This is an optimization exercise on Yosys and OpenROAD, whose aim is small area, not a production implementation.
In this exercise RTL edits were held to simulation tests only and were not proved equivalent to the original.
Power figures rest on the tool's default switching activity, not on a simulated workload.

before:
// dblcordicpll
module	dblcordicpll (
		input	wire			i_clk,
		input	wire			i_reset,
		input	wire			i_ld,
		input	wire	[31:0]		i_step,
		input	wire			i_ce,
		input	wire	signed	[15:0]	i_input,
		input	wire	[4:0]		i_lgcoeff,
		output	wire	[15:0]		o_err
	);
==> module seqcordic, before the edit <==
module	seqcordic (
		input	wire			i_clk, i_reset, i_stb,
		input	wire	signed	[15:0]	i_yval,
		input	wire		[31:0]	i_nphase,	 
		output	reg			o_done,
		output	reg	[4:0]		o_cnt,
		output	reg	signed	[18:0]	o_xv, o_yv
	);
	reg	signed	[29:0]	ph;
	reg			phc;
	wire	[29:0]		cangle;
	wire			idle, load, dir;
	wire	[2:0]		q;
	wire			swap, neg;
	wire	[16:0]		ny;
	wire	[18:0]		ey, xs, ys, xn, yn;
	wire	[29:0]		phn;
	wire			pcl, pch;
	assign	idle = (o_cnt == 0);
	assign	load = i_stb && idle;
	assign	q    = i_nphase[31:29];
	assign	swap = q[1] ^ q[0];
	assign	neg  = q[2] ^ (q[1] | q[0]);
	cneg #(17) negy({ i_yval[15], i_yval }, neg, ny);
	assign	ey   = { ny, 2'b00 };
	assign	cangle =
		  ({(30){o_cnt == 5'd1}} & 30'h12e4051d)
		| ({(30){o_cnt == 5'd2}} & 30'h9fb385b)
		| ({(30){o_cnt == 5'd3}} & 30'h51111d4)
		| ({(30){o_cnt == 5'd4}} & 30'h28b0d43)
		| ({(30){o_cnt == 5'd5}} & 30'h145d7e1)
		| ({(30){o_cnt == 5'd6}} & 30'ha2f61e)
		| ({(30){o_cnt == 5'd7}} & 30'h517c55)
		| ({(30){o_cnt == 5'd8}} & 30'h28be53)
		| ({(30){o_cnt == 5'd9}} & 30'h145f2e)
		| ({(30){o_cnt == 5'd10}} & 30'ha2f98)
		| ({(30){o_cnt == 5'd11}} & 30'h517cc)
		| ({(30){o_cnt == 5'd12}} & 30'h28be6)
		| ({(30){o_cnt == 5'd13}} & 30'h145f3)
		| ({(30){o_cnt == 5'd14}} & 30'ha2f9)
		| ({(30){o_cnt == 5'd15}} & 30'h517c)
		| ({(30){o_cnt == 5'd16}} & 30'h28be)
		| ({(30){o_cnt == 5'd17}} & 30'h145f);
	assign	xs = (o_cnt == 18) ? 19'sh0 : (o_xv >>> o_cnt);
	assign	ys = o_yv >>> o_cnt;
	assign	dir = ph[29] ^ (phc && (&ph[28:16]));
	add_csel #(19, 12) ax(o_xv, ys ^ {(19){!dir}}, !dir, xn);
	add_csel #(19, 12) ay(o_yv, xs ^ {(19){ dir}},  dir, yn);
	add_rip #(16) apl(ph[15:0],  cangle[15:0]  ^ {(16){!dir}}, !dir, phn[15:0],  pcl);
	add_rip #(14) aph(ph[29:16], cangle[29:16] ^ {(14){!dir}}, phc,  phn[29:16], pch);
	always @(posedge i_clk)
	if (load)
	begin
		o_xv <= swap ? ey : 19'h0;
		o_yv <= swap ? 19'h0 : ey;
		ph   <= i_nphase[29:0];
		phc  <= 1'b0;
	end else begin
		o_xv <= xn;
		o_yv <= yn;
		ph   <= phn;
		phc  <= pcl;
	end
	always @(posedge i_clk)
	if (i_reset)
		o_cnt <= 0;
	else if (idle)
		o_cnt <= { 4'h0, i_stb };
	else if (o_cnt == 19)
		o_cnt <= 0;
	else
		o_cnt <= o_cnt + 1;
	always @(posedge i_clk)
	if (i_reset)
		o_done <= 1'b0;
	else
		o_done <= (o_cnt == 19);
endmodule
==> module dblcordicpll, before the edit <==
module	dblcordicpll (
		input	wire			i_clk,
		input	wire			i_reset,
		input	wire			i_ld,
		input	wire	[31:0]		i_step,
		input	wire			i_ce,
		input	wire	signed	[15:0]	i_input,
		input	wire	[4:0]		i_lgcoeff,
		output	wire	[15:0]		o_err
	);
	reg	[31:0]		r_phase, r_step;
	wire			pm_done;
	wire	[4:0]		pm_cnt;
	wire	[18:0]		pm_xv, pm_yv;
	reg	[15:0]		fil_sin, fil_cos, tripl_sin, tripl_cos;
	reg	[2:0]		shift_ce;
	wire			pd_done;
	wire	[31:0]		pd_phase;
	seqcordic
	phasemultiply(i_clk, i_reset, i_ce, i_input, ~r_phase,
			pm_done, pm_cnt, pm_xv, pm_yv);
	wire		tsel = (pm_cnt == 19);
	wire	[15:0]	tr;
	tripler	trip(tsel ? pm_yv : pm_xv, tsel ? fil_sin : fil_cos, tr);
	always @(posedge i_clk)
	if (pm_cnt == 18)
		tripl_cos <= tr;
	always @(posedge i_clk)
	if (tsel)
		tripl_sin <= tr;
	always @(posedge i_clk)
	if (i_reset)
		shift_ce <= 0;
	else
		shift_ce <= { shift_ce[1:0], pm_done };
	reg	[4:0]	lg_d;
	always @(posedge i_clk)
		lg_d <= i_lgcoeff;
	wire	[4:0]	lgf = shift_ce[1] ? i_lgcoeff : lg_d;
	wire	[15:0]	tsrc = shift_ce[1] ? tripl_cos : tripl_sin;
	wire		lsat = (lgf == 0) || lgf[4];
	wire	[16:0]	hsrc = $signed({ tsrc, 1'b0 }) >>> lgf[3:0];
	wire	[15:0]	usrc = lsat ? {(16){tsrc[15]}} : hsrc[15:0];
	wire	[15:0]	nfil;
	add_csel #(16, 8) afil(fil_cos, usrc, 1'b0, nfil);
	always @(posedge i_clk)
	if (i_reset)
	begin
		fil_cos <= 0;
		fil_sin <= 0;
	end else if (shift_ce[1] || shift_ce[2])
	begin
		fil_cos <= fil_sin;
		fil_sin <= nfil;
	end
	seqpolar
	phasedet(i_clk, i_reset, shift_ce[2], fil_sin, nfil,
			pd_done, pd_phase);
	wire	[5:0]	log_beta = { i_lgcoeff, 1'b0 } + 6'd2;
	reg	[5:0]	sj;
	reg	[4:0]	scnt;
	reg		sact, sb;
	wire	[5:0]	sidx = sact ? sj : log_beta;
	wire		sf = sidx[5] ? pd_phase[31] : pd_phase[sidx[4:0]];
	wire		sbin = sact && sb;
	wire		sdiff = r_step[0] ^ sf ^ sbin;
	wire		sbout = (!r_step[0] && (sf || sbin)) || (sf && sbin);
	always @(posedge i_clk)
	if (i_reset)
		r_step <= 0;
	else if (i_ld)
		r_step <= i_step;
	else if (pd_done || sact)
		r_step <= { sdiff, r_step[31:1] };
	always @(posedge i_clk)
	if (i_reset || i_ld)
		sact <= 1'b0;
	else if (pd_done)
		sact <= 1'b1;
	else if (scnt == 31)
		sact <= 1'b0;
	always @(posedge i_clk)
	begin
		sb <= sbout;
		sj <= (sidx[5]) ? sidx : (sidx + 1);
		scnt <= (sact) ? (scnt + 1) : 5'd1;
	end
	wire	signed	[31:0]	phase_correction;
	wire	[31:0]		npc, csa_s, pnew;
	wire	[32:0]		csa_c;
	assign	phase_correction = $signed(pd_phase) >>> i_lgcoeff;
	assign	npc   = ~phase_correction;
	assign	csa_s = r_phase ^ r_step ^ npc;
	assign	csa_c = { (r_phase & r_step) | (r_phase & npc) | (r_step & npc), 1'b1 };
	add_bk #(32, 5) aph(csa_s, csa_c[31:0], 1'b0, pnew);
	always @(posedge i_clk)
	if (i_reset)
		r_phase <= 0;
	else if (pd_done)
		r_phase <= pnew;
	assign	o_err = pd_phase[31:16];
endmodule
Settings: LEC_CHECK=0, ABC_AREA=1, CAP_MARGIN=20, CORE_MARGIN=2, CORE_UTILIZATION=40, CTS_BUF_LIST=sky130_fd_sc_hd__clkbuf_8, CTS_CLUSTER_DIAMETER=60, CTS_CLUSTER_SIZE=16, SLEW_MARGIN=20; clock period 10.0 ns.
standard.sh (not shown) runs the stock make flow with config.mk's settings and CLKGATE_MAP_FILE= SYNTH_SCRIPT=/design/flow/synth_recipe.tcl, a recipe that flattens the netlist after the stock synthesis.
==> flow/flow/run.sh <==
#!/bin/bash
# Layout flow: the standard layout (standard.sh: ORFS's synthesis and
# layout, unchanged) with two changes:
#  1. after the standard synthesis, its combinational cells are mapped a second
#     time by ABC, with ORFS's own area script and the platform's don't-use
#     list; every flip-flop, adder cell (fa/ha) and tie cell of the standard
#     synthesis is kept as it is, with its instance name and cell type;
#  2. the port buffers that global placement inserts (buffer_ports) use
#     sky130_fd_sc_hd__buf_1.
# Each tool's output goes to a log of its own in this folder (make_synth.log,
# yosys_reabc.log, make.log); ORFS keeps each step's log under orfs/logs/.
set -euo pipefail
export BUFFER_PORTS_ARGS="-buffer_cell sky130_fd_sc_hd__buf_1"
R=$PWD/orfs/results/$FLOW_PLATFORM/dblcordicpll/base
LIB=$FLOW_HOME/platforms/$FLOW_PLATFORM/lib/sky130_fd_sc_hd__tt_025C_1v80.lib
YOSYS=$FLOW_HOME/../tools/install/yosys/bin/yosys

bash standard.sh synth > make_synth.log 2>&1

cp "$R/1_2_yosys.v" "$R/1_2_yosys_standard.v"
KEEP=$(grep -oE '^\s*sky130_fd_sc_hd__(df|edf|sdf|dl|fa_|ha_|conb)\w*' "$R/1_2_yosys_standard.v" | sort -u | tr -d ' ' | tr '\n' ' ')
{
  echo "read_liberty -ignore_miss_func $LIB"
  echo "read_verilog $R/1_2_yosys_standard.v"
  echo "hierarchy -top $FLOW_TOP"
  echo "blackbox $KEEP"
  echo "flatten"
  echo "opt_clean -purge"
  echo -n "abc -liberty $LIB -script $PWD/flow/reabc.abc -D 10.0"
  for c in $(cat "$PWD/flow/dont_use.txt"); do echo -n " -dont_use $c"; done
  echo
  echo "opt_clean -purge"
  echo "setundef -zero"
  echo "hilomap -singleton -hicell sky130_fd_sc_hd__conb_1 HI -locell sky130_fd_sc_hd__conb_1 LO"
  echo "splitnets"
  echo "opt_clean -purge"
  echo "stat -liberty $LIB"
  echo "write_verilog -noattr -nohex -nodec $R/1_2_yosys.v"
} > reabc.ys
"$YOSYS" -s reabc.ys > yosys_reabc.log 2>&1
# Yosys declares the nets that the (unknown to it) flip-flops drive as reg;
# they are plain nets
sed -i -E 's/^(\s*)reg /\1wire /' "$R/1_2_yosys.v"
{
  echo "read_liberty -lib $LIB"
  echo "read_verilog $R/1_2_yosys.v"
  echo "hierarchy -check -top $FLOW_TOP"
  echo "check -assert"
} > reabc_check.ys
"$YOSYS" -s reabc_check.ys > yosys_reabc_check.log 2>&1

bash standard.sh finish > make.log 2>&1
Other scripts of this flow, unchanged in this note and not shown: flow/flow/dont_use.txt, flow/flow/reabc.abc
The inputs of after differ from those of before as listed below.
--- a/flow/design.v
+++ b/flow/design.v
@@ -44,10 +44,10 @@
 		| ({(30){o_cnt == 5'd17}} & 30'h145f);
 	assign	xs = (o_cnt == 18) ? 19'sh0 : (o_xv >>> o_cnt);
 	assign	ys = o_yv >>> o_cnt;
 	assign	dir = ph[29] ^ (phc && (&ph[28:16]));
-	add_csel #(19, 12) ax(o_xv, ys ^ {(19){!dir}}, !dir, xn);
-	add_csel #(19, 12) ay(o_yv, xs ^ {(19){ dir}},  dir, yn);
+	add_csel #(19, 10) ax(o_xv, ys ^ {(19){!dir}}, !dir, xn);
+	add_csel #(19, 10) ay(o_yv, xs ^ {(19){ dir}},  dir, yn);
 	add_rip #(16) apl(ph[15:0],  cangle[15:0]  ^ {(16){!dir}}, !dir, phn[15:0],  pcl);
 	add_rip #(14) aph(ph[29:16], cangle[29:16] ^ {(14){!dir}}, phc,  phn[29:16], pch);
 	always @(posedge i_clk)
 	if (load)
@@ -308,25 +308,26 @@
 	always @(posedge i_clk)
 		lg_d <= i_lgcoeff;
 	wire	[4:0]	lgf = shift_ce[1] ? i_lgcoeff : lg_d;
 	wire	[15:0]	tsrc = shift_ce[1] ? tripl_cos : tripl_sin;
+	wire	[15:0]	fsrc = shift_ce[1] ? fil_cos : fil_sin;
 	wire		lsat = (lgf == 0) || lgf[4];
 	wire	[16:0]	hsrc = $signed({ tsrc, 1'b0 }) >>> lgf[3:0];
 	wire	[15:0]	usrc = lsat ? {(16){tsrc[15]}} : hsrc[15:0];
 	wire	[15:0]	nfil;
-	add_csel #(16, 8) afil(fil_cos, usrc, 1'b0, nfil);
+	add_csel #(16, 8) afil(fsrc, usrc, 1'b0, nfil);
 	always @(posedge i_clk)
 	if (i_reset)
-	begin
 		fil_cos <= 0;
+	else if (shift_ce[1])
+		fil_cos <= nfil;
+	always @(posedge i_clk)
+	if (i_reset)
 		fil_sin <= 0;
-	end else if (shift_ce[1] || shift_ce[2])
-	begin
-		fil_cos <= fil_sin;
+	else if (shift_ce[2])
 		fil_sin <= nfil;
-	end
 	seqpolar
-	phasedet(i_clk, i_reset, shift_ce[2], fil_sin, nfil,
+	phasedet(i_clk, i_reset, shift_ce[2], fil_cos, nfil,
 			pd_done, pd_phase);
 	wire	[5:0]	log_beta = { i_lgcoeff, 1'b0 } + 6'd2;
 	reg	[5:0]	sj;
 	reg	[4:0]	scnt;
[summary]
Diff before -> after | setup clock skew after layout | decrease of 0.020 ns. Lower clock tree cell share of total cell area among before and after: after. Critical path depth was lower in before than in after. Going from before to after, count of inverters other than clock inverters in the layout went down by 5.4%, final core utilization shows no meaningful change.

========
dblcordicpll with an RTL version that a note above also has.
Size: about 3600 cells after synthesis, about 73 I/O pins, ~27000 sq um of cells after synthesis.
==> module seqcordic, before the edit <==
module	seqcordic (
		input	wire			i_clk, i_reset, i_stb,
		input	wire	signed	[15:0]	i_yval,
		input	wire		[31:0]	i_nphase,	 
		output	reg			o_done,
		output	reg	[4:0]		o_cnt,
		output	reg	signed	[18:0]	o_xv, o_yv
	);
	reg	signed	[29:0]	ph;
	reg			phc;
	wire	[29:0]		cangle;
	wire			idle, load, dir;
	wire	[2:0]		q;
	wire			swap, neg;
	wire	[16:0]		ny;
	wire	[18:0]		ey, xs, ys, xn, yn;
	wire	[29:0]		phn;
	wire			pcl, pch;
	assign	idle = (o_cnt == 0);
	assign	load = i_stb && idle;
	assign	q    = i_nphase[31:29];
	assign	swap = q[1] ^ q[0];
	assign	neg  = q[2] ^ (q[1] | q[0]);
	cneg #(17) negy({ i_yval[15], i_yval }, neg, ny);
	assign	ey   = { ny, 2'b00 };
	assign	cangle =
		  ({(30){o_cnt == 5'd1}} & 30'h12e4051d)
		| ({(30){o_cnt == 5'd2}} & 30'h9fb385b)
		| ({(30){o_cnt == 5'd3}} & 30'h51111d4)
		| ({(30){o_cnt == 5'd4}} & 30'h28b0d43)
		| ({(30){o_cnt == 5'd5}} & 30'h145d7e1)
		| ({(30){o_cnt == 5'd6}} & 30'ha2f61e)
		| ({(30){o_cnt == 5'd7}} & 30'h517c55)
		| ({(30){o_cnt == 5'd8}} & 30'h28be53)
		| ({(30){o_cnt == 5'd9}} & 30'h145f2e)
		| ({(30){o_cnt == 5'd10}} & 30'ha2f98)
		| ({(30){o_cnt == 5'd11}} & 30'h517cc)
		| ({(30){o_cnt == 5'd12}} & 30'h28be6)
		| ({(30){o_cnt == 5'd13}} & 30'h145f3)
		| ({(30){o_cnt == 5'd14}} & 30'ha2f9)
		| ({(30){o_cnt == 5'd15}} & 30'h517c)
		| ({(30){o_cnt == 5'd16}} & 30'h28be)
		| ({(30){o_cnt == 5'd17}} & 30'h145f);
	assign	xs = (o_cnt == 18) ? 19'sh0 : (o_xv >>> o_cnt);
	assign	ys = o_yv >>> o_cnt;
	assign	dir = ph[29] ^ (phc && (&ph[28:16]));
	add_csel #(19, 10) ax(o_xv, ys ^ {(19){!dir}}, !dir, xn);
	add_csel #(19, 10) ay(o_yv, xs ^ {(19){ dir}},  dir, yn);
	add_rip #(16) apl(ph[15:0],  cangle[15:0]  ^ {(16){!dir}}, !dir, phn[15:0],  pcl);
	add_rip #(14) aph(ph[29:16], cangle[29:16] ^ {(14){!dir}}, phc,  phn[29:16], pch);
	always @(posedge i_clk)
	if (load)
	begin
		o_xv <= swap ? ey : 19'h0;
		o_yv <= swap ? 19'h0 : ey;
		ph   <= i_nphase[29:0];
		phc  <= 1'b0;
	end else begin
		o_xv <= xn;
		o_yv <= yn;
		ph   <= phn;
		phc  <= pcl;
	end
	always @(posedge i_clk)
	if (i_reset)
		o_cnt <= 0;
	else if (idle)
		o_cnt <= { 4'h0, i_stb };
	else if (o_cnt == 19)
		o_cnt <= 0;
	else
		o_cnt <= o_cnt + 1;
	always @(posedge i_clk)
	if (i_reset)
		o_done <= 1'b0;
	else
		o_done <= (o_cnt == 19);
endmodule
==> module dblcordicpll, before the edit <==
module	dblcordicpll (
		input	wire			i_clk,
		input	wire			i_reset,
		input	wire			i_ld,
		input	wire	[31:0]		i_step,
		input	wire			i_ce,
		input	wire	signed	[15:0]	i_input,
		input	wire	[4:0]		i_lgcoeff,
		output	wire	[15:0]		o_err
	);
	reg	[31:0]		r_phase, r_step;
	wire			pm_done;
	wire	[4:0]		pm_cnt;
	wire	[18:0]		pm_xv, pm_yv;
	reg	[15:0]		fil_sin, fil_cos, tripl_sin, tripl_cos;
	reg	[2:0]		shift_ce;
	wire			pd_done;
	wire	[31:0]		pd_phase;
	seqcordic
	phasemultiply(i_clk, i_reset, i_ce, i_input, ~r_phase,
			pm_done, pm_cnt, pm_xv, pm_yv);
	wire		tsel = (pm_cnt == 19);
	wire	[15:0]	tr;
	tripler	trip(tsel ? pm_yv : pm_xv, tsel ? fil_sin : fil_cos, tr);
	always @(posedge i_clk)
	if (pm_cnt == 18)
		tripl_cos <= tr;
	always @(posedge i_clk)
	if (tsel)
		tripl_sin <= tr;
	always @(posedge i_clk)
	if (i_reset)
		shift_ce <= 0;
	else
		shift_ce <= { shift_ce[1:0], pm_done };
	reg	[4:0]	lg_d;
	always @(posedge i_clk)
		lg_d <= i_lgcoeff;
	wire	[4:0]	lgf = shift_ce[1] ? i_lgcoeff : lg_d;
	wire	[15:0]	tsrc = shift_ce[1] ? tripl_cos : tripl_sin;
	wire	[15:0]	fsrc = shift_ce[1] ? fil_cos : fil_sin;
	wire		lsat = (lgf == 0) || lgf[4];
	wire	[16:0]	hsrc = $signed({ tsrc, 1'b0 }) >>> lgf[3:0];
	wire	[15:0]	usrc = lsat ? {(16){tsrc[15]}} : hsrc[15:0];
	wire	[15:0]	nfil;
	add_csel #(16, 8) afil(fsrc, usrc, 1'b0, nfil);
	always @(posedge i_clk)
	if (i_reset)
		fil_cos <= 0;
	else if (shift_ce[1])
		fil_cos <= nfil;
	always @(posedge i_clk)
	if (i_reset)
		fil_sin <= 0;
	else if (shift_ce[2])
		fil_sin <= nfil;
	seqpolar
	phasedet(i_clk, i_reset, shift_ce[2], fil_cos, nfil,
			pd_done, pd_phase);
	wire	[5:0]	log_beta = { i_lgcoeff, 1'b0 } + 6'd2;
	reg	[5:0]	sj;
	reg	[4:0]	scnt;
	reg		sact, sb;
	wire	[5:0]	sidx = sact ? sj : log_beta;
	wire		sf = sidx[5] ? pd_phase[31] : pd_phase[sidx[4:0]];
	wire		sbin = sact && sb;
	wire		sdiff = r_step[0] ^ sf ^ sbin;
	wire		sbout = (!r_step[0] && (sf || sbin)) || (sf && sbin);
	always @(posedge i_clk)
	if (i_reset)
		r_step <= 0;
	else if (i_ld)
		r_step <= i_step;
	else if (pd_done || sact)
		r_step <= { sdiff, r_step[31:1] };
	always @(posedge i_clk)
	if (i_reset || i_ld)
		sact <= 1'b0;
	else if (pd_done)
		sact <= 1'b1;
	else if (scnt == 31)
		sact <= 1'b0;
	always @(posedge i_clk)
	begin
		sb <= sbout;
		sj <= (sidx[5]) ? sidx : (sidx + 1);
		scnt <= (sact) ? (scnt + 1) : 5'd1;
	end
	wire	signed	[31:0]	phase_correction;
	wire	[31:0]		npc, csa_s, pnew;
	wire	[32:0]		csa_c;
	assign	phase_correction = $signed(pd_phase) >>> i_lgcoeff;
	assign	npc   = ~phase_correction;
	assign	csa_s = r_phase ^ r_step ^ npc;
	assign	csa_c = { (r_phase & r_step) | (r_phase & npc) | (r_step & npc), 1'b1 };
	add_bk #(32, 5) aph(csa_s, csa_c[31:0], 1'b0, pnew);
	always @(posedge i_clk)
	if (i_reset)
		r_phase <= 0;
	else if (pd_done)
		r_phase <= pnew;
	assign	o_err = pd_phase[31:16];
endmodule
export LEC_CHECK = 0
export ABC_AREA = 1
export CAP_MARGIN = 20
export CORE_MARGIN = 2
export CORE_UTILIZATION = 40
export CTS_BUF_LIST = sky130_fd_sc_hd__clkbuf_8
export CTS_CLUSTER_DIAMETER = 50
export CTS_CLUSTER_SIZE = 12
export SLEW_MARGIN = 20
create_clock -name core_clock -period 10.0 [get_ports {i_clk}]
==> flow/flow/dont_use.txt <==
sky130_fd_sc_hd__lpflow_bleeder_1
sky130_fd_sc_hd__lpflow_clkbufkapwr_1
sky130_fd_sc_hd__lpflow_clkbufkapwr_16
sky130_fd_sc_hd__lpflow_clkbufkapwr_2
sky130_fd_sc_hd__lpflow_clkbufkapwr_4
sky130_fd_sc_hd__lpflow_clkbufkapwr_8
sky130_fd_sc_hd__lpflow_clkinvkapwr_1
sky130_fd_sc_hd__lpflow_clkinvkapwr_16
sky130_fd_sc_hd__lpflow_clkinvkapwr_2
sky130_fd_sc_hd__lpflow_clkinvkapwr_4
sky130_fd_sc_hd__lpflow_clkinvkapwr_8
sky130_fd_sc_hd__lpflow_decapkapwr_12
sky130_fd_sc_hd__lpflow_decapkapwr_3
sky130_fd_sc_hd__lpflow_decapkapwr_4
sky130_fd_sc_hd__lpflow_decapkapwr_6
sky130_fd_sc_hd__lpflow_decapkapwr_8
sky130_fd_sc_hd__lpflow_inputiso0n_1
sky130_fd_sc_hd__lpflow_inputiso0p_1
sky130_fd_sc_hd__lpflow_inputiso1n_1
sky130_fd_sc_hd__lpflow_inputiso1p_1
sky130_fd_sc_hd__lpflow_inputisolatch_1
sky130_fd_sc_hd__lpflow_isobufsrc_1
sky130_fd_sc_hd__lpflow_isobufsrc_16
sky130_fd_sc_hd__lpflow_isobufsrc_2
sky130_fd_sc_hd__lpflow_isobufsrc_4
sky130_fd_sc_hd__lpflow_isobufsrc_8
sky130_fd_sc_hd__lpflow_isobufsrckapwr_16
sky130_fd_sc_hd__lpflow_lsbuf_lh_hl_isowell_tap_1
sky130_fd_sc_hd__lpflow_lsbuf_lh_hl_isowell_tap_2
sky130_fd_sc_hd__lpflow_lsbuf_lh_hl_isowell_tap_4
sky130_fd_sc_hd__lpflow_lsbuf_lh_isowell_4
sky130_fd_sc_hd__lpflow_lsbuf_lh_isowell_tap_1
sky130_fd_sc_hd__lpflow_lsbuf_lh_isowell_tap_2
sky130_fd_sc_hd__lpflow_lsbuf_lh_isowell_tap_4
sky130_fd_sc_hd__probe_p_8
sky130_fd_sc_hd__probec_p_8
==> flow/flow/reabc.abc <==
strash
dch
map -B 0.9
topo
stime -c
buffer -c
upsize -c
dnsize -c
Scripts as last shown in full above: flow/flow/run.sh
Edit:
--- a/flow/design.v
+++ b/flow/design.v
@@ -46,6 +46,6 @@
 	assign	ys = o_yv >>> o_cnt;
 	assign	dir = ph[29] ^ (phc && (&ph[28:16]));
-	add_csel #(19, 10) ax(o_xv, ys ^ {(19){!dir}}, !dir, xn);
-	add_csel #(19, 10) ay(o_yv, xs ^ {(19){ dir}},  dir, yn);
+	add_csel #(19, 12) ax(o_xv, ys ^ {(19){!dir}}, !dir, xn);
+	add_csel #(19, 12) ay(o_yv, xs ^ {(19){ dir}},  dir, yn);
 	add_rip #(16) apl(ph[15:0],  cangle[15:0]  ^ {(16){!dir}}, !dir, phn[15:0],  pcl);
 	add_rip #(14) aph(ph[29:16], cangle[29:16] ^ {(14){!dir}}, phc,  phn[29:16], pch);
@@ -310,22 +310,21 @@
 	wire	[4:0]	lgf = shift_ce[1] ? i_lgcoeff : lg_d;
 	wire	[15:0]	tsrc = shift_ce[1] ? tripl_cos : tripl_sin;
-	wire	[15:0]	fsrc = shift_ce[1] ? fil_cos : fil_sin;
 	wire		lsat = (lgf == 0) || lgf[4];
 	wire	[16:0]	hsrc = $signed({ tsrc, 1'b0 }) >>> lgf[3:0];
 	wire	[15:0]	usrc = lsat ? {(16){tsrc[15]}} : hsrc[15:0];
 	wire	[15:0]	nfil;
-	add_csel #(16, 8) afil(fsrc, usrc, 1'b0, nfil);
+	add_csel #(16, 8) afil(fil_cos, usrc, 1'b0, nfil);
 	always @(posedge i_clk)
 	if (i_reset)
+	begin
 		fil_cos <= 0;
-	else if (shift_ce[1])
-		fil_cos <= nfil;
-	always @(posedge i_clk)
-	if (i_reset)
 		fil_sin <= 0;
-	else if (shift_ce[2])
+	end else if (shift_ce[1] || shift_ce[2])
+	begin
+		fil_cos <= fil_sin;
 		fil_sin <= nfil;
+	end
 	seqpolar
-	phasedet(i_clk, i_reset, shift_ce[2], fil_cos, nfil,
+	phasedet(i_clk, i_reset, shift_ce[2], fil_sin, nfil,
 			pd_done, pd_phase);
 	wire	[5:0]	log_beta = { i_lgcoeff, 1'b0 } + 6'd2;
Effect: The changed run went through all stages and came out clean. Wire length stays flat. Final cell count barely changes. Combinational power is lower by 4.6%. Die area decreases by 0.37%. Clock skew increases by 12 ps. Maximum frequency stays flat. Design area climbs by 0.37%. Setup slack loses 16 ps. Worst hold slack gets better by 4.6 ps. Sequential power hardly moves.

[separate check: timing with driven ports]
The flow's constraints put no driver on any port. The routed layouts listed below were extracted and timed again, unchanged, in two steps. Step 1 (the two cells are an assumption about what drives the block):
set clk [get_ports {i_clk}]
set_driving_cell -lib_cell sky130_fd_sc_hd__clkbuf_16 $clk
set_driving_cell -lib_cell sky130_fd_sc_hd__buf_2 [delete_from_list [all_inputs] $clk]
Step 2 also shifts input and output timing later by t, the mid clock arrival at the registers, as if the neighbouring blocks saw the same clock. Slacks: ideal / step 1 / step 2; pairs: ideal / step 1.
run | shift t [ns] | slack for setup (ns) | worst setup path at the end | worst register clock-pin slew, ns
before | 0.689 | 0.606 / 0.606 / 0.564 | input to register | 0.11 / 0.11
after | 0.693 | 0.591 / 0.591 / 0.591 | register to register | 0.10 / 0.10
the first run of note 2 | 0.701 | 0.634 / 0.634 / 0.634 | register to register | 0.09 / 0.09
the second run of note 2 | 0.719 | 0.618 / 0.618 / 0.557 | input to register | 0.08 / 0.08
After both steps every run listed still meets setup and hold. For the second run of note 2, which loses most, drivers alone change the setup slack by 0.000 ns; drivers and shift together by -0.061 ns.
